Background: an optimization exercise with open tools, aiming at small area. Do not read the settings as production practice. Only simulation tests tie the RTL to the original design; equivalence was not proved. Power and IR drop assume default switching activity.

$ cat flow/config.mk
export PLATFORM = sky130hd
export DESIGN_NAME = Top_1553B_APB
export DESIGN_NICKNAME = Top_1553B_APB
export VERILOG_FILES = /design/flow/design.v
export SDC_FILE = /design/flow/constraint.sdc
export NUM_CORES = 4
export LEC_CHECK = 0
export CAP_MARGIN = 20
export CORE_MARGIN = 2
export CORE_UTILIZATION = 70
export CTS_BUF_LIST = sky130_fd_sc_hd__clkbuf_8
export CTS_CLUSTER_DIAMETER = 60
export CTS_CLUSTER_SIZE = 16
export SLEW_MARGIN = 20
$ cat flow/constraint.sdc
create_clock -name core_clock -period 10.0 [get_ports {APB_CLK}]
set_input_delay 2.0000 -clock core_clock [delete_from_list [all_inputs] [get_ports {APB_CLK}]]
set_output_delay 2.0000 -clock core_clock [all_outputs]
set_load 0.01 [all_outputs]
$ cat flow/design.v
module fifo_rx_ring #(
  parameter DW = 19
) (
  input               clk,
  input               rst_n,
  input               w_req,       
  input               new_word,    
  output              unfull,
  input  [DW-1:0]     din,
  input               r_req,
  output              unempty,
  output [DW-1:0]     data_o
);
reg [DW*33-1:0] ring;      
reg [3:0]       ha;        
reg [1:0]       hb;
reg [3:0]       ta;        
reg [1:0]       tb;
reg             pend;      
reg [DW-1:0]    rd_cap;
wire [3:0] ha1 = (hb != 2'd2) ? ha : (ha == 4'd10) ? 4'd0 : ha + 4'd1;
wire [1:0] hb1 = (hb == 2'd2) ? 2'd0 : hb + 2'd1;
wire [3:0] ta1 = (tb != 2'd2) ? ta : (ta == 4'd10) ? 4'd0 : ta + 4'd1;
wire [1:0] tb1 = (tb == 2'd2) ? 2'd0 : tb + 2'd1;
assign unempty = !(ha == ta && hb == tb);
assign unfull  = !(ta == ha1 && tb == hb1);
wire do_w = w_req & unfull;
wire do_r = r_req & unempty;
wire ins = pend && (ta == 4'd10) && (w_req ? (tb == 2'd2) : (tb == 2'd1));
always @(posedge clk) begin
  ring <= {ring[DW*32-1:0], ins ? din : ring[DW*33-1 -: DW]};
end
always @(posedge clk) begin
  if (new_word)
    pend <= 1'b1;
  else if (ins)
    pend <= 1'b0;
end
always @(posedge clk) begin
  if (!rst_n) begin
    ha <= 4'd0;
    hb <= 2'd0;
    ta <= 4'd0;
    tb <= 2'd0;
  end else begin
    if (!do_r) begin
      ha <= ha1;
      hb <= hb1;
    end
    if (!do_w) begin
      ta <= ta1;
      tb <= tb1;
    end
  end
end
wire at_tap = (hb == 2'd0);
reg [DW-1:0] tap;
integer k;
always @* begin
  tap = {DW{1'b0}};
  for (k = 0; k < 11; k = k + 1)
    if (ha == k)
      tap = tap | ring[DW*3*k +: DW];
end
always @(posedge clk) begin
  if (at_tap)
    rd_cap <= tap;
end
wire head_is_din = !w_req && (ha == ta1) && (hb == tb1);
assign data_o = head_is_din ? din : (at_tap ? tap : rd_cap);
endmodule
module fifo_tx_ring #(
  parameter DW = 20
) (
  input               clk,
  input               rst_n,
  input               w_req,
  output              unfull,
  input  [DW-1:0]     din,
  input               r_req,
  output              unempty,
  input               hold_popped,
  output [2:0]        tap_hdr,       
  output              tap_hdr_hit,
  output [DW-4:0]     tap_body,      
  output              tap_body_hit
);
reg [DW*33-1:0] ring;      
reg [3:0]       ha;        
reg [1:0]       hb;
reg [3:0]       ta;        
reg [1:0]       tb;
wire [3:0] ha1 = (hb != 2'd2) ? ha : (ha == 4'd10) ? 4'd0 : ha + 4'd1;
wire [1:0] hb1 = (hb == 2'd2) ? 2'd0 : hb + 2'd1;
wire [3:0] ta1 = (tb != 2'd2) ? ta : (ta == 4'd10) ? 4'd0 : ta + 4'd1;
wire [1:0] tb1 = (tb == 2'd2) ? 2'd0 : tb + 2'd1;
assign unempty = !(ha == ta && hb == tb);
assign unfull  = !(ta == ha1 && tb == hb1);
wire do_w = w_req & unfull;
wire do_r = r_req & unempty;
wire ins_ok = (unfull || !hold_popped) && (tb == 2'd2);
genvar i;
generate
  for (i = 0; i < 33; i = i + 1) begin : g_row
    wire [DW-1:0] prev = ring[DW*((i+32)%33) +: DW];
    if (i % 3 == 0) begin : g_ins
      always @(posedge clk)
        ring[DW*i +: DW] <= (ins_ok && ta == (i/3+10)%11) ? din : prev;
    end else begin : g_pass
      always @(posedge clk)
        ring[DW*i +: DW] <= prev;
    end
  end
endgenerate
always @(posedge clk) begin
  if (!rst_n) begin
    ha <= 4'd0;
    hb <= 2'd0;
    ta <= 4'd0;
    tb <= 2'd0;
  end else begin
    if (!do_r) begin
      ha <= ha1;
      hb <= hb1;
    end
    if (!do_w) begin
      ta <= ta1;
      tb <= tb1;
    end
  end
end
reg [2:0]    tap_h;
reg [DW-4:0] tap_b;
reg          hit_b;
integer k;
always @* begin
  tap_h = 3'd0;
  for (k = 0; k < 11; k = k + 1)
    if (ha == (k+10)%11)
      tap_h = tap_h | ring[DW*3*k+DW-3 +: 3];
  tap_b = {(DW-3){1'b0}};
  hit_b = 1'b0;
  for (k = 0; k < 4; k = k + 1)
    if (ha == ((10*k+32)%33)/3 && hb == ((10*k+32)%33)%3) begin
      tap_b = tap_b | ring[DW*10*k +: DW-3];
      hit_b = 1'b1;
    end
end
assign tap_hdr      = tap_h;
assign tap_hdr_hit  = (hb == 2'd2);
assign tap_body     = tap_b;
assign tap_body_hit = hit_b;
endmodule
module axis_1553_decoder (
  input             aclk,
  input             arstn,
  output reg [18:0] m_data,
  output reg        m_valid,
  output            m_load,      
  input             m_ready,
  input      [1:0]  diff
);
  localparam [2:0] S_ERR  = 3'd0;
  localparam [2:0] S_WAIT = 3'd1;    
  localparam [2:0] S_CAP  = 3'd2;    
  localparam [2:0] S_RED  = 3'd3;
  localparam [2:0] S_PAR  = 3'd4;
  localparam [2:0] S_TRN  = 3'd5;    
  reg [2:0]  state;
  reg [39:0] win;          
  reg [5:0]  tc;           
  reg [6:0]  pc;           
  reg [3:0]  sk;           
  reg [1:0]  p_diff;
  reg        delay_bit;
  wire eq      = (diff[0] == diff[1]);
  wire pc_zero = (pc == 7'd0);
  wire tc_zero = (tc == 6'd0);
  wire in_wc   = (state == S_WAIT) || (state == S_CAP);
  wire sample  = (state == S_CAP) && (sk == 4'd5);
  wire sync_cmd  = (win[39:34] == 6'b000111);
  wire sync_data = (win[39:34] == 6'b111000);
  wire [15:0] wdata;
  genvar i;
  generate
    for (i = 0; i < 16; i = i + 1) begin : g_bits
      assign wdata[i] = win[2*i+2];
    end
  endgenerate
  always @(posedge aclk) begin
    if (!arstn) begin
      state <= S_ERR;
    end else begin
      case (state)
        S_WAIT: if (!eq && sk == 4'd0) state <= S_CAP;
        S_CAP: begin
          if (pc_zero)
            state <= S_WAIT;
          else if (tc_zero && (sync_cmd || sync_data))
            state <= S_RED;
        end
        S_RED:   state <= S_PAR;
        S_PAR:   state <= S_TRN;
        default: state <= S_WAIT;
      endcase
    end
  end
  always @(posedge aclk) begin
    if (!arstn || !in_wc || !eq)
      pc <= 7'd79;
    else if (!pc_zero)
      pc <= pc - 7'd1;
  end
  always @(posedge aclk) begin
    if (state == S_WAIT)
      delay_bit <= pc_zero;
  end
  always @(posedge aclk) begin
    p_diff <= (state == S_ERR) ? 2'b11 : diff;
    if (state == S_ERR)
      sk <= 4'd0;
    else if (in_wc && ((pc_zero && eq) || (!p_diff[0] && diff[0]) || (!p_diff[1] && diff[1])))
      sk <= 4'd0;
    else if (!((state == S_WAIT) && eq))
      sk <= (sk == 4'd9) ? 4'd0 : sk + 4'd1;
  end
  always @(posedge aclk) begin
    if (sample)
      win[39:1] <= win[38:0];
    if ((state == S_ERR) || (state == S_TRN) || ((state == S_CAP) && pc_zero && eq))
      win[0] <= 1'b0;
    else if (sample)
      win[0] <= p_diff[0];
  end
  always @(posedge aclk) begin
    if (state != S_CAP)
      tc <= 6'd39;
    else if (sample && !tc_zero)
      tc <= tc - 6'd1;
  end
  assign m_load = (state == S_TRN);
  always @(posedge aclk) begin
    if (state == S_TRN)
      m_data <= {win[39], delay_bit, (^wdata) ^ win[0], wdata};
  end
  always @(posedge aclk) begin
    if (state == S_TRN)
      m_valid <= 1'b1;
    else if (m_ready)
      m_valid <= 1'b0;
  end
endmodule
module axis_1553_encoder (
  input         aclk,
  input         arstn,
  input  [2:0]  s_hdr,       
  input         s_hdr_hit,
  input  [16:0] s_body,      
  input         s_body_hit,
  input         s_valid,
  output        s_ready,
  output        s_hold,      
  output [1:0]  diff,
  output        en_diff
);
  localparam [2:0] S_CAP   = 3'd0;    
  localparam [2:0] S_INV   = 3'd1;
  localparam [2:0] S_PARG  = 3'd2;
  localparam [2:0] S_PROC  = 3'd3;
  localparam [2:0] S_PAUSE = 3'd4;    
  localparam [2:0] S_TRN   = 3'd5;    
  reg [2:0]  state;
  reg [19:0] word;
  reg [2:0]  pc;
  reg [5:0]  q;         
  reg        en;
  assign s_ready = (state == S_CAP);
  wire hdr_win = (state == S_INV || state == S_PARG || state == S_PROC);
  reg  body_pend;
  wire take_body = s_body_hit && body_pend;
  always @(posedge aclk) begin
    if (state == S_CAP)
      body_pend <= s_valid;
    else if (take_body)
      body_pend <= 1'b0;
  end
  assign s_hold = hdr_win || body_pend;
  always @(posedge aclk) begin
    if (s_hdr_hit && hdr_win)
      word[19:17] <= s_hdr;
    if (take_body)
      word[16:0] <= s_body;
  end
  wire wait_bit = s_hdr_hit ? s_hdr[0] : word[17];
  always @(posedge aclk) begin
    if (!arstn) begin
      state <= S_CAP;
    end else begin
      case (state)
        S_CAP:   if (s_valid) state <= S_INV;
        S_INV:   state <= S_PARG;
        S_PARG:  state <= S_PROC;
        S_PROC:  state <= wait_bit ? S_PAUSE : S_TRN;
        S_PAUSE: if (pc == 3'd0) state <= S_TRN;
        S_TRN:   if (q == 6'd0) state <= S_CAP;
        default: state <= S_CAP;
      endcase
    end
  end
  always @(posedge aclk) begin
    if (!arstn || state == S_TRN)
      pc <= 3'd7;
    else if (pc != 3'd0)
      pc <= pc - 3'd1;
  end
  always @(posedge aclk) begin
    en <= (state == S_TRN);
    if (state != S_TRN)
      q <= 6'd39;
    else if (en && q != 6'd0)
      q <= q - 6'd1;
  end
  wire sd = word[19];
  wire sc = word[18];
  wire [39:0] frame;
  assign frame[39:34] = {sd, sd, sd, sc, sc, sc};
  genvar i;
  generate
    for (i = 0; i < 16; i = i + 1) begin : g_bits
      assign frame[2*i+3] = ~word[i];
      assign frame[2*i+2] = word[i];
    end
  endgenerate
  assign frame[1] = ~word[16];
  assign frame[0] = word[16];
  wire bitv = frame[q];
  assign diff    = {en & ~bitv, en & bitv};
  assign en_diff = en;
endmodule
module Core_1553B
(
  input         clk,
  input         rst_n,
  input         r_fifo_rd,
  output        r_fifo_unempty,
  output [18:0] r_fifo_data,
  input         w_fifo_wd,
  output        w_fifo_unfull,
  input  [19:0] w_fifo_data,
  input  [1:0]  rx_1553,
  output [1:0]  tx_1553,
  output        en_tx_1553
);
wire [18:0] dec_data;
wire        dec_valid;
wire        dec_load;
wire        dec_ready;
wire [2:0]  enc_hdr;
wire        enc_hdr_hit;
wire [16:0] enc_body;
wire        enc_body_hit;
wire        enc_hold;
wire        enc_valid;
wire        enc_ready;
axis_1553_decoder mil1553_decoder (
  .aclk    (clk),
  .arstn   (rst_n),
  .m_data  (dec_data),
  .m_valid (dec_valid),
  .m_load  (dec_load),
  .m_ready (dec_ready),
  .diff    (rx_1553)
);
fifo_rx_ring #(.DW(19)) decoder_fifo (
  .clk     (clk),
  .rst_n   (rst_n),
  .w_req   (dec_valid),
  .new_word(dec_load),
  .unfull  (dec_ready),
  .din     (dec_data),
  .r_req   (r_fifo_rd),
  .unempty (r_fifo_unempty),
  .data_o  (r_fifo_data)
);
axis_1553_encoder mil1553_encoder (
  .aclk    (clk),
  .arstn   (rst_n),
  .s_hdr   (enc_hdr),
  .s_hdr_hit(enc_hdr_hit),
  .s_body  (enc_body),
  .s_body_hit(enc_body_hit),
  .s_valid (enc_valid),
  .s_ready (enc_ready),
  .s_hold  (enc_hold),
  .diff    (tx_1553),
  .en_diff (en_tx_1553)
);
fifo_tx_ring #(.DW(20)) encoder_fifo (
  .clk     (clk),
  .rst_n   (rst_n),
  .w_req   (w_fifo_wd),
  .unfull  (w_fifo_unfull),
  .din     (w_fifo_data),
  .r_req   (enc_ready),
  .unempty (enc_valid),
  .hold_popped(enc_hold),
  .tap_hdr (enc_hdr),
  .tap_hdr_hit(enc_hdr_hit),
  .tap_body(enc_body),
  .tap_body_hit(enc_body_hit)
);
endmodule
module APB_Slave_Interface (
  input      APB_CLK,
  input      APB_RESETn,
  input      APB_SEL,
  input      APB_ENABLE,
  output     APB_READY,
  output     access_done     
);
localparam [1:0] First  = 2'd0;
localparam [1:0] Second = 2'd1;
localparam [1:0] Third  = 2'd2;
reg [1:0] APBState;
always @(posedge APB_CLK or negedge APB_RESETn) begin
  if (!APB_RESETn) begin
    APBState <= First;
  end else begin
    case (APBState)
      First:   if (APB_SEL) APBState <= Second;
      Second:  if (APB_ENABLE) APBState <= Third;
      default: APBState <= First;
    endcase
  end
end
assign APB_READY   = (APBState == Third);
assign access_done = (APBState == Third);
endmodule
module Top_1553B_APB
(
  APB_CLK,
  APB_RESETn,
  APB_RDATA,
  APB_READY,
  APB_SLVERR,
  APB_STRB,
  APB_PROT,
  APB_ADDR,
  APB_ENABLE,
  APB_WRITE,
  APB_WDATA,
  APB_SEL,
  rx0_1553,
  tx0_1553,
  tx0_en,
  rx1_1553,
  tx1_1553,
  tx1_en
);
input          APB_CLK;
input          APB_RESETn;
output [31:0]  APB_RDATA;
output         APB_READY;
output         APB_SLVERR;
input  [7:0]   APB_STRB;
input  [2:0]   APB_PROT;
input  [31:0]  APB_ADDR;
input          APB_ENABLE;
input          APB_WRITE;
input  [31:0]  APB_WDATA;
input          APB_SEL;
input     [1:0] rx0_1553;
output    [1:0] tx0_1553;
output    tx0_en;
input     [1:0] rx1_1553;
output    [1:0] tx1_1553;
output    tx1_en;
wire access_done;
APB_Slave_Interface APB_Inter_inst (
  .APB_CLK     (APB_CLK),
  .APB_RESETn  (APB_RESETn),
  .APB_SEL     (APB_SEL),
  .APB_ENABLE  (APB_ENABLE),
  .APB_READY   (APB_READY),
  .access_done (access_done)
);
assign APB_SLVERR = 1'b0;
wire sel_rx = (APB_ADDR[4:2] == 3'd2);
wire sel_tx = (APB_ADDR[4:2] == 3'd3);
wire        rx_unempty;
wire [18:0] rx_word;
wire        tx_unfull;
reg flag_q;
always @(posedge APB_CLK)
  flag_q <= APB_ADDR[2] ? tx_unfull : rx_unempty;
assign APB_RDATA[31]    = sel_rx & flag_q;
assign APB_RDATA[30:24] = 7'd0;
assign APB_RDATA[23]    = sel_rx & ~rx_word[18];
assign APB_RDATA[22]    = sel_rx &  rx_word[18];
assign APB_RDATA[21:19] = 3'd0;
assign APB_RDATA[18]    = sel_rx & rx_word[17];
assign APB_RDATA[17]    = 1'b0;
assign APB_RDATA[16:1]  = {16{sel_rx}} & rx_word[16:1];
assign APB_RDATA[0]     = (sel_rx & rx_word[0]) | (sel_tx & flag_q);
wire [19:0] tx_word;
assign tx_word[19]   = (APB_WDATA[23:21] == 3'b010);
assign tx_word[18]   = (APB_WDATA[23:21] == 3'b100);
assign tx_word[17]   = APB_WDATA[18];
assign tx_word[16]   = (^APB_WDATA[15:0]) ^ APB_WDATA[16];
assign tx_word[15:0] = APB_WDATA[15:0] ^ {16{APB_WDATA[17]}};
assign tx1_1553 = 2'b00;
assign tx1_en = 1'b0;
Core_1553B CoreOne_inst
(
  .clk              (APB_CLK),
  .rst_n            (APB_RESETn),
  .r_fifo_rd        (access_done & ~APB_WRITE & sel_rx),
  .r_fifo_unempty   (rx_unempty),
  .r_fifo_data      (rx_word),
  .w_fifo_wd        (access_done & APB_WRITE & sel_tx),
  .w_fifo_unfull    (tx_unfull),
  .w_fifo_data      (tx_word),
  .rx_1553          (rx0_1553),
  .tx_1553          (tx0_1553),
  .en_tx_1553       (tx0_en)
);
endmodule
$ cat flow/flow/run.sh
#!/bin/bash
set -euo pipefail
W=$(pwd)

# synthesis script: the standard flow's, with the ABC call pointed at the area script
{
  cat <<'TCL'
proc abc {args} {
  set i [lsearch -exact $args -script]
  if {$i >= 0} { lset args [expr {$i + 1}] $::env(AREA_ABC_SCRIPT) }
  yosys abc {*}$args
}
TCL
  cat "$W/synth_recipe.tcl"
} > "$W/area_synth.tcl"
export AREA_ABC_SCRIPT="$W/flow/area.script"

CTS="-sink_clustering_enable -repair_clock_nets -sink_clustering_size 20 -sink_clustering_max_diameter 55 -buf_list sky130_fd_sc_hd__clkbuf_8 -dont_use_dummy_load"
sed -E "s#SYNTH_SCRIPT=[^ ]+#SYNTH_SCRIPT=$W/area_synth.tcl 'BUFFER_PORTS_ARGS=-buffer_cell sky130_fd_sc_hd__buf_1' 'CTS_ARGS=$CTS'#" "$W/standard.sh" > "$W/area_standard.sh"
grep -q "SYNTH_SCRIPT=$W/area_synth.tcl" "$W/area_standard.sh"

bash "$W/area_standard.sh" > "$W/flow_make.log" 2>&1
$ cat flow/flow/area.script
strash
&get -n
&st
&dch
&nf -R 100 -C 32 -F 8
&st
&dch
&nf -R 100 -C 32 -F 8
&put
topo
$ cat flow/standard.sh
#!/bin/bash
# synth_recipe.tcl (not shown) runs the flow's synth.tcl, then flattens the netlist and writes it again
# the make line also repeats each setting of config.mk as NAME=value (left out here)
make -C /OpenROAD-flow-scripts/flow DESIGN_CONFIG=/design/flow/config.mk WORK_HOME=/design/flow/orfs CLKGATE_MAP_FILE= SYNTH_SCRIPT=/design/flow/synth_recipe.tcl "${@:-finish}"
==> results of run 1 <==
[state kept, by name, summed over array words and instances, names as in the netlist, 3 cells and up]
signal                               cells
CoreOne_inst.mil1553_decoder.state       3
CoreOne_inst.encoder_fifo.ha             4
CoreOne_inst.mil1553_decoder.sk          4
CoreOne_inst.decoder_fifo.ring         627
CoreOne_inst.mil1553_decoder.win        40
CoreOne_inst.mil1553_decoder.tc          6
CoreOne_inst.mil1553_encoder.state       3
CoreOne_inst.encoder_fifo.ring         660
CoreOne_inst.mil1553_decoder.pc          7
CoreOne_inst.decoder_fifo.rd_cap        19
CoreOne_inst.decoder_fifo.ha             4
CoreOne_inst.encoder_fifo.ta             4
CoreOne_inst.mil1553_encoder.word       20
CoreOne_inst.mil1553_encoder.pc          3
CoreOne_inst.mil1553_decoder.m_data     19
CoreOne_inst.decoder_fifo.ta             4
CoreOne_inst.mil1553_encoder.q           6
[through the flow]
stage	utilization, %	cells	hold WS, ns
finish	75.3	3542	0.293
global route	75.3	3542	0.301
CTS	75.3	3541	0.294
detailed placement	73.1	3457	0.312
global placement	73.1	3457	0.310
floorplan	-	2697	0.310
[synthesized netlist by cell type (4+ instances only)]
| cell type | n | area [µm²] |
|---|---|---|
| ha_1 | 7 | 87.6 |
| clkinv_1 | 45 | 169 |
| and3_1 | 4 | 25.0 |
| nand4_1 | 11 | 68.8 |
| nor3b_1 | 4 | 30.0 |
| nand2_1 | 175 | 657 |
| a22oi_1 | 48 | 360 |
| a31oi_1 | 4 | 25.0 |
| a221o_1 | 12 | 120 |
| mux2_1 | 31 | 349 |
| o32ai_1 | 10 | 87.6 |
| buf_4 | 15 | 113 |
| or3_1 | 9 | 56.3 |
| and2_0 | 16 | 100 |
| nand2b_1 | 18 | 113 |
| a211oi_1 | 19 | 143 |
| nor4_1 | 7 | 43.8 |
| o22ai_1 | 11 | 68.8 |
| xor2_1 | 18 | 158 |
| edfxtp_1 | 80 | 2400 |
| nand3_1 | 31 | 155 |
| nor2b_1 | 13 | 81.3 |
| o2111ai_1 | 4 | 35.0 |
| o21a_1 | 4 | 30.0 |
| nor2_1 | 217 | 815 |
| a21oi_1 | 191 | 956 |
| xnor2_1 | 61 | 534 |
| nor3_1 | 28 | 140 |
| dfxtp_1 | 1369 | 27400 |
| o21ai_0 | 128 | 641 |
| a222oi_1 | 39 | 390 |
| o211a_1 | 7 | 70.1 |
| a22o_1 | 11 | 96.3 |
[cells by family (layout without fill, tap and decap cells)]
family,Yosys count,count (layout),share of synthesized area (%)
xor+xnor,79,79,1.88
buf+inv,60,216,0.763
mux,35,35,1.09
simple gates,543,543,6.42
other cells,1,16,0.0102
flops,1451,1451,81.0
compound gates,507,507,8.63
fa+ha+maj,7,7,0.237
[power by group through the flow]
stage	logic, W	clock network (W)	registers [W]
final	0.000602	0.00234	0.00642
after global routing	0.000669	0.00258	0.00646
after CTS	0.000599	0.00238	0.00642
after detailed placement	0.000593	0	0.00655
after global placement	0.000571	0	0.00653
after floorplan	0.000415	0	0.00648
[routing by layer]
layer  global-route usage (%)  vias to the layer above  part of all wire (%)
met5                        0                        -                     0
met4                     7.75                        0                   2.7
met3                     3.99                      136                   4.6
met2                     43.3                      445                    49
met1                     33.8                     9452                    44
li1                         -                     9430                     -
[layout make-up]
type                       instances  area, µm²
tap                              688        861
antenna                            1       2.50
inverter                          45        169
fill                            3379      12900
timing repair buffer              87        443
multi-input combinational       1186       6940
clock buffer                      84       1160
sequential                      1451      29900
[worst paths after layout]
| kind | from | end | slack, ns | depth (start not counted) |
|---|---|---|---|---|
| setup / recovery | CoreOne_inst.decoder_fifo.ha[3]$_SDFFE_PN0N_ | APB_RDATA[0] | 4.10 | 8 |
| hold / removal | CoreOne_inst.decoder_fifo.ring[314]$_DFF_P_ | CoreOne_inst.decoder_fifo.ring[333]$_DFF_P_ | 0.29 | 0 |
| setup reg to reg | CoreOne_inst.encoder_fifo.ha[1]$_SDFFE_PN0N_ | CoreOne_inst.encoder_fifo.ring[377]$_DFF_P_ | 5.74 | 11 |
| hold reg to reg | CoreOne_inst.decoder_fifo.ring[314]$_DFF_P_ | CoreOne_inst.decoder_fifo.ring[333]$_DFF_P_ | 0.29 | 0 |
| max in group asynchronous | APB_RESETn | APB_Inter_inst.APBState[0]$_DFFE_PN0P_ | 8.39 | 2 |
| min in group asynchronous | APB_RESETn | APB_Inter_inst.APBState[1]$_DFFE_PN0P_ | 1.35 | 2 |
==> summary.md, run 1 <==
| Metric | Value |
|---|---|
| Status | `complete, no violations` |
| Via count | `19463` |
| Yosys reg bits | `1451` |
| Top FF cell, synth | `dfxtp_1` |
| Post-detail-place hpwl | `40.8 mm` |
| Max incr delay on CP | `0.88 ns` |
| Required @ worst endpoint | `8.00 ns` |
| WL final | `68.9 mm` |
| Drt pass-1 iters | `5` |
| Post-synth cell types | `56` |
| CTS Hold Buffers Added | `0` |
| Synth Cell Area | `36900 µm²` |
| Crit path DAT | `3.90 ns` |
| CP endpoint kind | `primary output` |
| Post-route DRC | `0` |
| Final period util | `59.0%` |
| Slew Limit Fails | `0` |
| Max cap viols | `0` |
| Worst slew pin tran | `1.11 ns` |
| CORE AREA | `52300 µm²` |
| H-tree lvl count | `3` |
| Hold Violations, Final | `0` |
| Sequential power share | `68.6%` |
| Num rows | `84` |
| Commonest non-fill, non-tap cells in the layout | `1369 x dfxtp_1, 206 x nor2_1, 191 x a21oi_1` |
| Post-CTS Resized | `0` |
| Cell count after synthesis | `2683` |
| Setup_tns | `0 ns` |
| Fin area | `39400 µm²` |
| Clk latency of the worst-skew pair | `0.70 ns` |
| First-pass GRT wire length | `106 mm` |
| Sequential-to-total area share from yosys stat | `81.0%` |
| Dpl ws | `4.31 ns` |
| DR WL/cell | `19.4 µm` |
| CTS Buffer Depth | `3` |
| Clock Pin Slew Worst Setup and Hold Paths | `0.11 ns` |
| Warnings from Yosys | `6` |
| CP delay by family, top | `simple AND/OR/NAND/NOR gates` |
| # port buffers | `56` |
| Die H | `234 µm` |
| Worst clock skew | `0.0692 ns` |
| Routed Antenna Nets | `0` |
| Layout cells sized above 1 | `4.94%` |
| Number of flops mapped to enable cells by yosys | `80` |
| Worst min path class | `flip-flop to flip-flop` |
| Dpl cell area | `38300 µm²` |
| CP bufs+invs | `1` |
| Combinational fraction of design power | `6.4%` |
| NetSw | `0.00214 W` |
| Commonest non-fill, non-tap cell in the layout | `dfxtp_1` |
| Leakage power total | `15.3 nW` |
| # IOs | `124` |
| CTS tree | `yes` |
| Switch share | `22.9%` |
| # nets final | `2946` |
| GRT Total Usage | `25.5%` |
| Setup crit start kind | `flip-flop` |
| Clock sink count | `1451` |
| Initial antenna violation count | `1` |
| Post-CTS Setup Inserts | `0` |
| GRT overflow | `0` |
| RSZ-0062 raised after global routing | `false` |
| Vias in the first global route | `18922` |
| P per Cell Area | `237 nW/µm²` |
| Worst vdd rail ir drop | `0.000193 V` |
| Cell-internal power | `0.00721 W` |
| Total power after layout | `0.00935 W` |
| Critical path class | `flip-flop to primary output` |
| Die width | `234 µm` |
| Initial detailed-routing violation count | `1463` |
| Fmax | `169 MHz` |
| DR vias/cell | `5.49` |
| Avg Inst Size Synth | `13.7 µm²` |
| Slew margin rel. | `25.5%` |
| Largest net degree at the start of global routing | `43` |
| TritonCTS Buffers | `84` |
| # setup viols final | `0` |
| Min Clock Period, post-route | `5.90 ns` |
| CP max FO | `11` |
| Clock root buffer | `clkbuf_8` |
| Fraction of registers with async set/reset | `0.138%` |
| Die area | `54500 µm²` |
| GPL Wtd Cong | `0.822` |
| Area grow syn2layout | `6.93%` |
| Clk network pwr share | `25.0%` |
| Starting Density | `70.5%` |
| Post-route worst setup slack | `4.10 ns` |
| CP max-delay cell | `nor3_2` |
| CP Cell Sequence | `nand2b_1, nor3_2, a222oi_1, nand3_1, o32ai_1, a211oi_1, a21o_1, buf_1` |
==> run 2: changes to the inputs <==
--- a/flow/config.mk
+++ b/flow/config.mk
@@ -13,2 +13,3 @@
 export CTS_CLUSTER_SIZE = 16
+export PLACE_DENSITY = 0.8
 export SLEW_MARGIN = 20
==> summary.md, run 2 <==
| Metric | Value |
|---|---|
| Status | `complete, no violations` |
| Setup crit start kind | `flip-flop` |
| Biggest register | `CoreOne_inst.encoder_fifo.ring` |
| Routed Antenna Nets | `0` |
| Warnings from Yosys | `6` |
| Cell-internal power | `0.00721 W` |
| Hold Violations, Final | `0` |
| Clock root buffer | `clkbuf_8` |
| Clock Pin Slew Worst Setup and Hold Paths | `0.11 ns` |
| Layout fillers | `3256` |
| Routing usage on met1 | `33.0%` |
| Worst slew pin tran | `1.08 ns` |
| Area grow syn2layout | `6.90%` |
| Met3 usage | `4.13%` |
| Cell count after synthesis | `2683` |
| Combinational fraction of design power | `6.4%` |
| Worst vdd rail ir drop | `0.000224 V` |
| Commonest non-fill, non-tap cells in the layout | `1369 x dfxtp_1, 206 x nor2_1, 191 x a21oi_1` |
| # IOs | `124` |
| P per Cell Area | `237 nW/µm²` |
| Post-route DRC | `0` |
| Largest net degree at the start of global routing | `43` |
| Avg Inst Size Synth | `13.7 µm²` |
| CTS tree | `yes` |
| CTS Buffer Depth | `3` |
| Post-route worst setup slack | `4.05 ns` |
| Yosys reg bits | `1451` |
| Required @ worst endpoint | `8.00 ns` |
| DR WL/cell | `19.5 µm` |
| Fraction of registers with async set/reset | `0.138%` |
| NetSw | `0.00214 W` |
| Num rows | `84` |
| M2 GR Usage | `44.3%` |
| Layout cells sized above 1 | `4.98%` |
| RSZ-0062 raised after global routing | `false` |
| Switch share | `22.9%` |
| Leakage power total | `15.4 nW` |
| Number of flops mapped to enable cells by yosys | `80` |
| Max cap viols | `0` |
| Most frequent cells after synthesis | `1369 x dfxtp_1, 217 x nor2_1, 191 x a21oi_1, 175 x nand2_1, 128 x o21ai_0` |
| Top FF cell, synth | `dfxtp_1` |
| Dpl ws | `4.41 ns` |
| Top post-synthesis cells by area | `dfxtp_1 74%, edfxtp_1 6.5%, a21oi_1 2.6%` |
| GRT overflow | `0` |
| Final Core Density | `75.3%` |
| Sequential power share | `68.6%` |
| Commonest non-fill, non-tap cell in the layout | `dfxtp_1` |
| Initial antenna violation count | `1` |
| CP max FO | `29` |
| # port buffers | `56` |
| GPL Wtd Cong | `0.836` |
| Total power after layout | `0.00936 W` |
| Starting Density | `70.5%` |
| Die area | `54500 µm²` |
| GRT Max-Usage Layer | `met2` |
| Setup_tns | `0 ns` |
| TritonCTS Buffers | `84` |
| Clk network pwr share | `25.0%` |
| # nets final | `2947` |
| Clock sink count | `1451` |
| Clk latency of the worst-skew pair | `0.71 ns` |
| Largest registers | `CoreOne_inst.encoder_fifo.ring (660), CoreOne_inst.decoder_fifo.ring (627), CoreOne_inst.mil1553_decoder.win (40)` |
| Die width | `234 µm` |
| CTS Hold Buffers Added | `0` |
| Slew Limit Fails | `0` |
| Critical path class | `flip-flop to primary output` |
| WL final | `68.9 mm` |
| H-tree lvl count | `3` |
| Slew margin rel. | `27.6%` |
| Synth top area share | `74.3%` |
| Post-CTS Setup Inserts | `0` |
| Min Clock Period, post-route | `5.95 ns` |
| Final period util | `59.5%` |
| Initial detailed-routing violation count | `1529` |
| Fmax | `168 MHz` |
| Post-synth cell types | `56` |
| Max reg flops | `660` |
| Worst clock skew | `0.0649 ns` |
| First-pass GRT wire length | `108 mm` |
| GRT Total Usage | `25.7%` |
| Largest area contributor in the netlist | `dfxtp_1` |
| Sequential-to-total area share from yosys stat | `81.0%` |
| Cell with the most instances after synthesis | `dfxtp_1` |
| Die H | `234 µm` |
| DR vias/cell | `5.56` |
| Synth Cell Area | `36900 µm²` |
| Via count | `19692` |
| Crit path DAT | `3.95 ns` |
| CP endpoint kind | `primary output` |
| # setup viols final | `0` |
| Vias in the first global route | `19786` |
| Post-CTS Resized | `0` |
| CORE AREA | `52300 µm²` |
| Worst min path class | `flip-flop to flip-flop` |
| Drt pass-1 iters | `5` |
| Post-detail-place hpwl | `40.3 mm` |
run 2: cell types whose count changed in the layout (fill, tap and decap cells not counted), sizes merged:
cell / before / now
buf: 87 / 88
run 2: cell families after synthesis:
kind of cell / after synthesis / synth area share, %
AOI/OAI and AO/OA: 507 / 8.63
xor gates and xnor gates: 79 / 1.88
adders and majority gates: 7 / 0.237
buffers and inverters: 60 / 0.763
DFF: 1451 / 81.0
muxes: 35 / 1.09
other: 1 / 0.0102
and+or+nand+nor: 543 / 6.42
run 2: layer usage:
metal,up-vias,share of wire (%)
met5,-,0
met4,0,3.1
met3,166,4.7
met2,502,49
met1,9591,43
li1,9433,-
run 2: power groups by stage:
stage          combinational, W  sequential [W]  clock, W
6_report               0.000599         0.00642   0.00234
2_1_floorplan          0.000415         0.00648         0
3_5_place_dp           0.000590         0.00655         0
3_3_place_gp           0.000559         0.00653         0
4_1_cts                0.000594         0.00642   0.00237
5_1_grt                0.000665         0.00647   0.00257
run 2: worst paths after layout:
check / start / endpoint / slack (ns) / cells past startpoint
hold reg to reg: CoreOne_inst.encoder_fifo.ring[279]$_DFF_P_ / CoreOne_inst.encoder_fifo.ring[299]$_DFF_P_ / 0.29 / 0
hold / removal: CoreOne_inst.encoder_fifo.ring[279]$_DFF_P_ / CoreOne_inst.encoder_fifo.ring[299]$_DFF_P_ / 0.29 / 0
setup reg to reg: CoreOne_inst.encoder_fifo.ha[1]$_SDFFE_PN0N_ / CoreOne_inst.encoder_fifo.ring[77]$_DFF_P_ / 5.90 / 12
max in group asynchronous: APB_RESETn / APB_Inter_inst.APBState[1]$_DFFE_PN0P_ / 8.37 / 2
min in group asynchronous: APB_RESETn / APB_Inter_inst.APBState[0]$_DFFE_PN0P_ / 1.36 / 2
setup / recovery: CoreOne_inst.decoder_fifo.tb[1]$_SDFFE_PN0N_ / APB_RDATA[0] / 4.05 / 12
run 2: critical path: stages (launching register included):
cell,delay (ns)
dfxtp_1,0.45
nor2b_1,0.41
and3_1,0.29
nand2_1,0.09
xnor2_1,0.14
nand2_1,0.10
o2111ai_1,0.19
a21o_1,0.34
buf_4,0.45
nor2_1,0.07
a211oi_1,0.44
a21o_1,0.13
buf_1,0.14
run 2: per-stage QoR:
step / hold WS (ns) / std cells / cell area (µm²)
floorplan: 0.310 / 2697 / 36900
detailed placement: 0.312 / 3458 / 38300
CTS: 0.286 / 3542 / 39400
global placement: 0.310 / 3458 / 38300
finish: 0.288 / 3543 / 39400
global route: 0.304 / 3543 / 39400
run 2: final cells by class:
type	instances	area, µm²	area share, %
diodes	1	2.50	0.00635
clock buffers	84	1160	2.93
inverters	45	169	0.428
multi-input cells	1186	6930	17.6
flip-flops and latches	1451	29900	75.7
well taps	688	861	2.18
repair buffers	88	450	1.14
==> run 3: changes to the inputs <==
--- a/flow/flow/run.sh
+++ b/flow/flow/run.sh
@@ -17,3 +17,3 @@
 
-CTS="-sink_clustering_enable -repair_clock_nets -sink_clustering_size 20 -sink_clustering_max_diameter 55 -buf_list sky130_fd_sc_hd__clkbuf_8 -dont_use_dummy_load"
+CTS="-sink_clustering_enable -repair_clock_nets -sink_clustering_size 18 -sink_clustering_max_diameter 65 -buf_list sky130_fd_sc_hd__clkbuf_8 -dont_use_dummy_load"
 sed -E "s#SYNTH_SCRIPT=[^ ]+#SYNTH_SCRIPT=$W/area_synth.tcl 'BUFFER_PORTS_ARGS=-buffer_cell sky130_fd_sc_hd__buf_1' 'CTS_ARGS=$CTS'#" "$W/standard.sh" > "$W/area_standard.sh"
==> summary.md, run 3 <==
| Metric | Value |
|---|---|
| Post-synth cell types | `56` |
| Max cap viols | `0` |
| Max reg flops | `660` |
| CP endpoint kind | `primary output` |
| CP bufs+invs | `2` |
| Sequential power share | `68.1%` |
| N_diodes | `0` |
| Crit path DAT | `3.90 ns` |
| Setup_tns | `0 ns` |
| FF-to-FF End | `CoreOne_inst.encoder_fifo.ring[77]$_DFF_P_` |
| Setup crit start kind | `flip-flop` |
| CP Cell Sequence | `nor2b_1, and3_1, nand2_1, xnor2_1, nand2_1, o2111ai_1, a21o_1, buf_4, nor2_1, a211oi_1, a21o_1, buf_1` |
| Layout fillers | `3255` |
| # nets final | `2953` |
| Post-detail-place hpwl | `40.3 mm` |
| Final period util | `59.0%` |
| Commonest non-fill, non-tap cells in the layout | `1369 x dfxtp_1, 206 x nor2_1, 191 x a21oi_1` |
| Top post-synthesis cells by area | `dfxtp_1 74%, edfxtp_1 6.5%, a21oi_1 2.6%` |
| Cell count after synthesis | `2683` |
| Final Core Density | `75.5%` |
| Fmax | `169 MHz` |
| Largest registers | `CoreOne_inst.encoder_fifo.ring (660), CoreOne_inst.decoder_fifo.ring (627), CoreOne_inst.mil1553_decoder.win (40)` |
| # IOs | `124` |
| CTS Buffer Depth | `3` |
| Synth Cell Area | `36900 µm²` |
| Clock sink count | `1451` |
| Levels on crit path | `12` |
| GRT Total Usage | `25.6%` |
| Top FF cell, synth | `dfxtp_1` |
| Avg Inst Size Synth | `13.7 µm²` |
| Yosys reg bits | `1451` |
| Slew margin rel. | `26.4%` |
| Number of flops mapped to enable cells by yosys | `80` |
| GPL Wtd Cong | `0.836` |
| Worst min path class | `flip-flop to flip-flop` |
| WL final | `68.5 mm` |
| Required @ worst endpoint | `8.00 ns` |
| CP delay by family, top | `compound AO/OA/AOI/OAI gates` |
| TritonCTS Buffers | `90` |
| CP max-delay cell | `dfxtp_1` |
| Sequential cell area | `29900 µm²` |
| Area grow syn2layout | `7.12%` |
| Clk latency of the worst-skew pair | `0.71 ns` |
| R2R setup slack | `5.89 ns` |
| Worst clock skew | `0.0422 ns` |
| GRT overflow | `0` |
| Die width | `234 µm` |
| RSZ-0062 raised after global routing | `false` |
| Critical Path Start | `CoreOne_inst.decoder_fifo.tb[1]$_SDFFE_PN0N_` |
| Cell with the most instances after synthesis | `dfxtp_1` |
| Synth top area share | `74.3%` |
| CTS Hold Buffers Added | `0` |
| CTS tree | `yes` |
| # setup viols final | `0` |
| Critical path capture point | `APB_RDATA[0]` |
| H-tree lvl count | `3` |
| Starting Density | `70.5%` |
| Clk network pwr share | `25.5%` |
| Die area | `54500 µm²` |
| Sequential-to-total area share from yosys stat | `81.0%` |
| # port buffers | `56` |
| Via count | `19720` |
| First-pass GRT wire length | `108 mm` |
| Post-route DRC | `0` |
| P per Cell Area | `238 nW/µm²` |
| Drt pass-1 iters | `9` |
| CORE AREA | `52300 µm²` |
| Total power after layout | `0.00942 W` |
| Status | `complete, no violations` |
| WHS | `0.302 ns` |
| Fraction of registers with async set/reset | `0.138%` |
| Largest net degree at the start of global routing | `43` |
| Switch share | `22.9%` |
| Hold Violations, Final | `0` |
| Post-CTS Resized | `0` |
| Critical path class | `flip-flop to primary output` |
| Warnings from Yosys | `6` |
| Num rows | `84` |
| Cell-internal power | `0.00726 W` |
| Clock Pin Slew Worst Setup and Hold Paths | `0.10 ns` |
| Die H | `234 µm` |
| Largest area contributor in the netlist | `dfxtp_1` |
| Reg2reg start | `CoreOne_inst.encoder_fifo.ha[1]$_SDFFE_PN0N_` |
| Vias in the first global route | `19766` |
| Leakage power total | `15.4 nW` |
| Layout cells sized above 1 | `5.17%` |
| Worst vdd rail ir drop | `0.000215 V` |
| Initial antenna violation count | `0` |
| Worst slew pin tran | `1.10 ns` |
| Biggest register | `CoreOne_inst.encoder_fifo.ring` |
| Slew Limit Fails | `0` |
| Clock root buffer | `clkbuf_8` |
| NetSw | `0.00216 W` |
| Routed Antenna Nets | `0` |
| R2R depth | `12` |
| Post-CTS Setup Inserts | `0` |
| CP max FO | `29` |
| Combinational fraction of design power | `6.4%` |
| Min Clock Period, post-route | `5.90 ns` |
| Commonest non-fill, non-tap cell in the layout | `dfxtp_1` |
| DR WL/cell | `19.3 µm` |
| Most frequent cells after synthesis | `1369 x dfxtp_1, 217 x nor2_1, 191 x a21oi_1, 175 x nand2_1, 128 x o21ai_0` |
| Area occupied by multi-input gates | `6930 µm²` |
| Initial detailed-routing violation count | `1520` |
| Max incr delay on CP | `0.45 ns` |
| DR vias/cell | `5.56` |
==> run 3: cell counts after synthesis <==
Identical to the previous run, type by type.
==> run 3: cell type report <==
cell class | count | area share (%)
sequential | 1451 | 75.6
multi-input combinational | 1186 | 17.5
clock buffer | 90 | 3.14
tap | 688 | 2.18
timing repair buffer | 88 | 1.14
inverter | 45 | 0.428
==> run 3: kinds of logic after synthesis <==
kind of cell	Yosys count	synth area share [%]
xor gates and xnor gates	79	1.88
and+or+nand+nor	543	6.42
AOI/OAI and AO/OA	507	8.63
adders and majority gates	7	0.237
buffers and inverters	60	0.763
other	1	0.0102
DFF	1451	81.0
muxes	35	1.09
==> run 3: metrics by stage <==
step                      cells  area, µm²  setup slack, ns
after floorplan            2697      36900             4.97
after global placement     3458      38300             4.48
after detailed placement   3458      38300             4.41
after CTS                  3548      39500             4.02
after global routing       3548      39500             3.78
final                      3548      39500             4.10
==> run 3: power groups by stage <==
stage / combinational [W] / clock (W) / sequential, W
floorplan: 0.000415 / 0 / 0.00648
detailed placement: 0.000590 / 0 / 0.00655
finish: 0.000598 / 0.00240 / 0.00642
global route: 0.000664 / 0.00264 / 0.00646
CTS: 0.000594 / 0.00244 / 0.00642
global placement: 0.000559 / 0 / 0.00653
==> run 3: layer usage <==
| metal | up-vias | GRT usage, % | share of wire, % |
|---|---|---|---|
| li1 | 9435 | - | - |
| met1 | 9558 | 33.4 | 43 |
| met2 | 559 | 43.6 | 48 |
| met3 | 168 | 4.13 | 5.2 |
| met4 | 0 | 8.82 | 3.1 |
| met5 | - | 0 | 0 |
==> run 3: worst min-delay path by stage <==
stage	start	end	slack, ns	cells past startpoint
detailed placement	CoreOne_inst.decoder_fifo.ring[95]$_DFF_P_	CoreOne_inst.decoder_fifo.ring[114]$_DFF_P_	0.31	0
finish	CoreOne_inst.decoder_fifo.ring[38]$_DFF_P_	CoreOne_inst.decoder_fifo.ring[57]$_DFF_P_	0.30	0
global route	CoreOne_inst.decoder_fifo.ring[38]$_DFF_P_	CoreOne_inst.decoder_fifo.ring[57]$_DFF_P_	0.30	0
floorplan	CoreOne_inst.decoder_fifo.ring[81]$_DFF_P_	CoreOne_inst.decoder_fifo.ring[100]$_DFF_P_	0.31	0
global placement	CoreOne_inst.decoder_fifo.ring[208]$_DFF_P_	CoreOne_inst.decoder_fifo.ring[227]$_DFF_P_	0.31	0
CTS	CoreOne_inst.decoder_fifo.ring[38]$_DFF_P_	CoreOne_inst.decoder_fifo.ring[57]$_DFF_P_	0.28	0
==> run 4: changes to the inputs <==
--- a/flow/config.mk
+++ b/flow/config.mk
@@ -13,3 +13,2 @@
 export CTS_CLUSTER_SIZE = 16
-export PLACE_DENSITY = 0.8
 export SLEW_MARGIN = 20
==> summary.md, run 4 <==
| Metric | Value |
|---|---|
| Clock root buffer | `clkbuf_8` |
| Status | `complete, no violations` |
| Commonest non-fill, non-tap cells in the layout | `1369 x dfxtp_1, 206 x nor2_1, 191 x a21oi_1` |
| Post-CTS Setup Inserts | `0` |
| Worst vdd rail ir drop | `0.000169 V` |
| Dpl cell area | `38300 µm²` |
| Cell count after synthesis | `2683` |
| GRT overflow | `0` |
| Max reg flops | `660` |
| DR WL/cell | `19.5 µm` |
| Via count | `19473` |
| Clock Pin Slew Worst Setup and Hold Paths | `0.11 ns` |
| CTS Hold Buffers Added | `0` |
| Clk latency of the worst-skew pair | `0.72 ns` |
| Num rows | `84` |
| Post-CTS Resized | `0` |
| CP max FO | `11` |
| CP endpoint kind | `primary output` |
| Fin area | `39500 µm²` |
| Sequential cell area | `29900 µm²` |
| Vias in the first global route | `19051` |
| Initial antenna violation count | `0` |
| Final period util | `59.1%` |
| # IOs | `124` |
| TritonCTS Buffers | `90` |
| Yosys reg bits | `1451` |
| Largest area contributor in the netlist | `dfxtp_1` |
| Critical path class | `flip-flop to primary output` |
| Initial detailed-routing violation count | `1526` |
| Setup_tns | `0 ns` |
| # nets final | `2952` |
| GPL Wtd Cong | `0.822` |
| Number of flops mapped to enable cells by yosys | `80` |
| Biggest register | `CoreOne_inst.encoder_fifo.ring` |
| Area grow syn2layout | `7.16%` |
| Cell with the most instances after synthesis | `dfxtp_1` |
| Die area | `54500 µm²` |
| Post-route DRC | `0` |
| Synth top area share | `74.3%` |
| Fraction of registers with async set/reset | `0.138%` |
| # setup viols final | `0` |
| Fmax | `169 MHz` |
| First-pass GRT wire length | `106 mm` |
| RSZ-0062 raised after global routing | `false` |
| Drt pass-1 iters | `7` |
| # port buffers | `56` |
| Synth Cell Area | `36900 µm²` |
| Layout fillers | `3358` |
| Top post-synthesis cells by area | `dfxtp_1 74%, edfxtp_1 6.5%, a21oi_1 2.6%` |
| Hold Violations, Final | `0` |
| CTS Buffer Depth | `3` |
| Leakage power total | `15.4 nW` |
| Commonest non-fill, non-tap cell in the layout | `dfxtp_1` |
| Die width | `234 µm` |
| Final Core Density | `75.5%` |
| Reg2reg start | `CoreOne_inst.encoder_fifo.ha[1]$_SDFFE_PN0N_` |
| P per Cell Area | `239 nW/µm²` |
| Layout cells sized above 1 | `5.14%` |
| Max cap viols | `0` |
| Post-synth cell types | `56` |
| Setup crit start kind | `flip-flop` |
| DR vias/cell | `5.49` |
| Warnings from Yosys | `6` |
| Critical hold path startpoint | `CoreOne_inst.encoder_fifo.ring[576]$_DFF_P_` |
| WL final | `69.2 mm` |
| Placed Cells incl. Taps | `3457` |
| Largest net degree at the start of global routing | `43` |
| Top FF cell, synth | `dfxtp_1` |
| Post-detail-place hpwl | `40.8 mm` |
| CTS tree | `yes` |
| Clock sink count | `1451` |
| Slew Limit Fails | `0` |
| Worst min path class | `flip-flop to flip-flop` |
| Most frequent cells after synthesis | `1369 x dfxtp_1, 217 x nor2_1, 191 x a21oi_1, 175 x nand2_1, 128 x o21ai_0` |
| Starting Density | `70.5%` |
| Worst clock skew | `0.0629 ns` |
| Sequential-to-total area share from yosys stat | `81.0%` |
| Min Clock Period, post-route | `5.91 ns` |
| CORE AREA | `52300 µm²` |
| Area occupied by multi-input gates | `6940 µm²` |
| Routed Antenna Nets | `0` |
| GRT Total Usage | `25.6%` |
| Die H | `234 µm` |
| Required @ worst endpoint | `8.00 ns` |
| Cell Count, Final, Fillers Out | `3548` |
| Slew margin rel. | `25.4%` |
| Worst slew pin tran | `1.11 ns` |
| H-tree lvl count | `3` |
| Critical Path Start | `CoreOne_inst.decoder_fifo.ha[3]$_SDFFE_PN0N_` |
| Crit path DAT | `3.91 ns` |
| Avg Inst Size Synth | `13.7 µm²` |
| Largest registers | `CoreOne_inst.encoder_fifo.ring (660), CoreOne_inst.decoder_fifo.ring (627), CoreOne_inst.mil1553_decoder.win (40)` |
-- run 4: logic make-up (layout without fill, tap and decap cells) --
group / count (synthesis) / in the layout / share of synthesized area (%)
other: 1 / 16 / 0.0102
adders and majority gates: 7 / 7 / 0.237
xor gates and xnor gates: 79 / 79 / 1.88
and+or+nand+nor: 543 / 543 / 6.42
DFF: 1451 / 1451 / 81.0
muxes: 35 / 35 / 1.09
AOI/OAI and AO/OA: 507 / 507 / 8.63
buffers and inverters: 60 / 222 / 0.763
-- run 4: final timing paths --
check / to / slack [ns] / cells after the start
worst max-delay path: APB_RDATA[0] / 4.09 / 8
worst min-delay path: CoreOne_inst.encoder_fifo.ring[596]$_DFF_P_ / 0.29 / 0
worst max register to register: CoreOne_inst.encoder_fifo.ring[377]$_DFF_P_ / 5.73 / 11
worst min register to register: CoreOne_inst.encoder_fifo.ring[596]$_DFF_P_ / 0.29 / 0
max in group asynchronous: APB_Inter_inst.APBState[0]$_DFFE_PN0P_ / 8.40 / 2
min in group asynchronous: APB_Inter_inst.APBState[1]$_DFFE_PN0P_ / 1.31 / 2
-- run 4: per-layer routing --
| layer | routed length, µm | track usage [%] | vias to the layer above |
|---|---|---|---|
| met5 | 0 | 0 | - |
| met4 | 2060 | 8.76 | 0 |
| met3 | 3290 | 4.26 | 149 |
| met2 | 33200 | 42.8 | 471 |
| met1 | 30600 | 34.0 | 9415 |
| li1 | - | - | 9438 |
-- run 4: stage by stage --
step | hold WS (ns) | total power [W] | worst slack (ns)
after floorplan | 0.310 | 0.00690 | 4.97
after CTS | 0.278 | 0.00947 | 3.97
after global placement | 0.310 | 0.00710 | 4.30
final | 0.287 | 0.00943 | 4.09
after detailed placement | 0.312 | 0.00714 | 4.31
after global routing | 0.295 | 0.00979 | 3.90
-- run 4: layout make-up --
type	count	share of cell area [%]
Antenna cell	1	0.00633
Inverter	45	0.427
Sequential cell	1451	75.6
Timing Repair Buffer	87	1.12
Multi-Input combinational cell	1186	17.6
Tap cell	688	2.18
Clock buffer	90	3.13
-- run 4: where the power goes --
group          internal (W)  switching, W  leakage [nW]  total, W
logic              0.000208      0.000395          2.69  0.000603
registers           0.00624      0.000174          12.1   0.00642
clock network      0.000813       0.00159         0.647   0.00241
-- run 4: worst max-delay path, cell delays in order, from the launching register on --
cell and delay (ns):
dfxtp_1 0.61, nand2b_1 0.25, nor3_2 0.89, a222oi_1 0.28
nand3_1 0.16, o32ai_1 0.13, a211oi_1 0.63, a21o_1 0.14
buf_1 0.15
==> run 5: changes to the inputs <==
--- a/flow/flow/run.sh
+++ b/flow/flow/run.sh
@@ -17,3 +17,3 @@
 
-CTS="-sink_clustering_enable -repair_clock_nets -sink_clustering_size 18 -sink_clustering_max_diameter 65 -buf_list sky130_fd_sc_hd__clkbuf_8 -dont_use_dummy_load"
+CTS="-sink_clustering_enable -repair_clock_nets -sink_clustering_size 20 -sink_clustering_max_diameter 70 -buf_list sky130_fd_sc_hd__clkbuf_8 -dont_use_dummy_load"
 sed -E "s#SYNTH_SCRIPT=[^ ]+#SYNTH_SCRIPT=$W/area_synth.tcl 'BUFFER_PORTS_ARGS=-buffer_cell sky130_fd_sc_hd__buf_1' 'CTS_ARGS=$CTS'#" "$W/standard.sh" > "$W/area_standard.sh"
==> summary.md, run 5 <==
| Metric | Value |
|---|---|
| Mux cell area share after synthesis | `1.09%` |
| NetSw | `0.00214 W` |
| Vias in the first global route | `18880` |
| Clk latency of the worst-skew pair | `0.69 ns` |
| Largest registers | `CoreOne_inst.encoder_fifo.ring (660), CoreOne_inst.decoder_fifo.ring (627), CoreOne_inst.mil1553_decoder.win (40)` |
| Worst vdd rail ir drop | `0.000180 V` |
| Post-detail-place hpwl | `40.8 mm` |
| Worst clock skew | `0.0366 ns` |
| Area grow syn2layout | `6.85%` |
| Final period util | `59.0%` |
| Commonest non-fill, non-tap cells in the layout | `1369 x dfxtp_1, 206 x nor2_1, 191 x a21oi_1` |
| Min Clock Period, post-route | `5.90 ns` |
| Routed Antenna Nets | `0` |
| Setup crit start kind | `flip-flop` |
| Sequential power share | `68.7%` |
| Commonest non-fill, non-tap cell in the layout | `dfxtp_1` |
| GPL Wtd Cong | `0.822` |
| Biggest register | `CoreOne_inst.encoder_fifo.ring` |
| # setup viols final | `0` |
| Most frequent cells after synthesis | `1369 x dfxtp_1, 217 x nor2_1, 191 x a21oi_1, 175 x nand2_1, 128 x o21ai_0` |
| Largest net degree at the start of global routing | `43` |
| Cell count after synthesis | `2683` |
| DR vias/cell | `5.50` |
| Slew margin rel. | `25.5%` |
| Area occupied by multi-input gates | `6940 µm²` |
| Fmax | `170 MHz` |
| Num rows | `84` |
| Clock sink count | `1451` |
| Routing usage on met1 | `34.1%` |
| Top post-synthesis cells by area | `dfxtp_1 74%, edfxtp_1 6.5%, a21oi_1 2.6%` |
| Layout cells sized above 1 | `4.88%` |
| Synth Area in Simple Gates | `6.42%` |
| Crit path DAT | `3.90 ns` |
| H-tree lvl count | `3` |
| Worst min path class | `flip-flop to flip-flop` |
| Yosys reg bits | `1451` |
| Die width | `234 µm` |
| # port buffers | `56` |
| Fraction of registers with async set/reset | `0.138%` |
| Max reg flops | `660` |
| Cell-internal power | `0.00720 W` |
| GRT overflow | `0` |
| Die H | `234 µm` |
| P per Cell Area | `237 nW/µm²` |
| Top FF cell, synth | `dfxtp_1` |
| Synth top area share | `74.3%` |
| Clk network pwr share | `24.8%` |
| Post-CTS Setup Inserts | `0` |
| Clock root buffer | `clkbuf_8` |
| RSZ-0062 raised after global routing | `false` |
| CTS tree | `yes` |
| Met3 usage | `4.05%` |
| Synth Cell Area | `36900 µm²` |
| Worst slew pin tran | `1.11 ns` |
| Adder-cell share of the synthesized area | `0.237%` |
| Setup_tns | `0 ns` |
| # IOs | `124` |
| First-pass GRT wire length | `106 mm` |
| Slew Limit Fails | `0` |
| Leakage power total | `15.3 nW` |
| Synth Area in Compound Gates | `8.63%` |
| Required @ worst endpoint | `8.00 ns` |
| CORE AREA | `52300 µm²` |
| CP max FO | `11` |
| CP endpoint kind | `primary output` |
| Clock Pin Slew Worst Setup and Hold Paths | `0.12 ns` |
| Post-synth cell types | `56` |
| M2 GR Usage | `42.7%` |
| Hold Violations, Final | `0` |
| Dpl cell area | `38300 µm²` |
| Via count | `19466` |
| TritonCTS Buffers | `82` |
| Cell with the most instances after synthesis | `dfxtp_1` |
| Synth Area in XOR/XNOR | `1.88%` |
| # nets final | `2944` |
| Number of flops mapped to enable cells by yosys | `80` |
| Layout fillers | `3382` |
| Post-route DRC | `0` |
| Fin area | `39400 µm²` |
| Sequential cell area | `29900 µm²` |
| Die area | `54500 µm²` |
| Combinational fraction of design power | `6.4%` |
| DR WL/cell | `19.4 µm` |
| Switch share | `22.9%` |
| Drt pass-1 iters | `5` |
| Starting Density | `70.5%` |
| Initial detailed-routing violation count | `1381` |
| Largest family of logic cells by synthesized area | `compound AO/OA/AOI/OAI gates` |
| Critical path class | `flip-flop to primary output` |
| Largest area contributor in the netlist | `dfxtp_1` |
| Avg Inst Size Synth | `13.7 µm²` |
| Warnings from Yosys | `6` |
| Post-CTS Resized | `0` |
| Max cap viols | `0` |
| Sequential-to-total area share from yosys stat | `81.0%` |
| CTS Buffer Depth | `3` |
| Total power after layout | `0.00933 W` |
| CTS Hold Buffers Added | `0` |
| GRT Max-Usage Layer | `met2` |
| WL final | `68.8 mm` |
| GRT Total Usage | `25.5%` |
| Status | `complete, no violations` |
| Initial antenna violation count | `1` |
| Final Core Density | `75.3%` |
[run 5: worst max-delay path: stages (launching register included)]
cell and delay, ns:
dfxtp_1 0.61, nand2b_1 0.25, nor3_2 0.88, a222oi_1 0.28, nand3_1 0.16, o32ai_1 0.13
a211oi_1 0.63, a21o_1 0.14, buf_1 0.15
[run 5: power by group through the flow]
stage	Clock [W]	Combinational [W]	Sequential, W
finish	0.00232	0.000600	0.00642
CTS	0.00236	0.000598	0.00642
detailed placement	0	0.000593	0.00655
floorplan	0	0.000415	0.00648
global placement	0	0.000571	0.00653
global route	0.00256	0.000667	0.00646
[run 5: area by class of cell]
| type | instances | share of cell area (%) |
|---|---|---|
| Timing Repair Buffer | 87 | 1.12 |
| Multi-Input combinational cell | 1186 | 17.6 |
| Sequential cell | 1451 | 75.8 |
| Tap cell | 688 | 2.18 |
| Antenna cell | 1 | 0.00635 |
| Inverter | 45 | 0.429 |
| Clock buffer | 82 | 2.86 |
[run 5: cells by family (layout without fill, tap and decap cells)]
group / Yosys count / count (layout)
buf+inv: 60 / 214
flops: 1451 / 1451
simple gates: 543 / 543
xor+xnor: 79 / 79
fa+ha+maj: 7 / 7
compound gates: 507 / 507
other cells: 1 / 16
mux: 35 / 35
[run 5: path summary, 6_finish.rpt]
check | to | cells after the start | start | slack (ns)
max | APB_RDATA[0] | 8 | CoreOne_inst.decoder_fifo.ha[3]$_SDFFE_PN0N_ | 4.10
min | CoreOne_inst.encoder_fifo.ring[141]$_DFF_P_ | 0 | CoreOne_inst.encoder_fifo.ring[121]$_DFF_P_ | 0.31
max reg2reg | CoreOne_inst.encoder_fifo.ring[377]$_DFF_P_ | 11 | CoreOne_inst.encoder_fifo.ha[1]$_SDFFE_PN0N_ | 5.72
min reg2reg | CoreOne_inst.encoder_fifo.ring[141]$_DFF_P_ | 0 | CoreOne_inst.encoder_fifo.ring[121]$_DFF_P_ | 0.31
max in group asynchronous | APB_Inter_inst.APBState[0]$_DFFE_PN0P_ | 2 | APB_RESETn | 8.40
min in group asynchronous | APB_Inter_inst.APBState[1]$_DFFE_PN0P_ | 2 | APB_RESETn | 1.33
[run 5: per-layer routing]
metal  part of all wire, %  routed length [µm]
met1                    44               30600
met2                    48               33000
met3                   4.6                3190
met4                   3.0                2050
met5                     0                   0
[run 5: metrics by stage]
step	hold slack, ns	std cells	worst slack (ns)
floorplan	0.310	2697	4.97
global placement	0.310	3457	4.30
detailed placement	0.312	3457	4.31
CTS	0.299	3539	3.95
global route	0.317	3540	3.88
finish	0.305	3540	4.10

-- afterwards: timing with drivers on the ports --
The results above use ideal ports. As a check the final layouts listed here were re-extracted and re-timed, cells and wires unchanged. Step 1 sets driving cells, clkbuf_16 on the clock port and buf_2 on the other inputs (assumed; they add their load-dependent delay and slew). Step 2, shift: input delay + t, output delay - t, t = (earliest + latest rising clock arrival at the registers) / 2. This alone moves slack from input paths to output paths. a / b / c = ideal / step 1 / step 2; a / b = the first two.
run | shift t [ns] | setup slack, ns | slew at the worst register clock pin (ns) | worst slew at a driven data input, ns
run 1 | 0.726 | 4.097 / 4.036 / 4.283 | 0.12 / 0.12 | 0.05
run 2 | 0.740 | 4.045 / 3.984 / 4.410 | 0.12 / 0.12 | 0.05
run 3 | 0.749 | 4.097 / 4.040 / 4.433 | 0.11 / 0.11 | 0.05
run 4 | 0.740 | 4.094 / 4.040 / 4.303 | 0.11 / 0.11 | 0.05
run 5 | 0.731 | 4.104 / 4.048 / 4.312 | 0.12 / 0.12 | 0.05
After both steps every run listed still meets setup and hold.
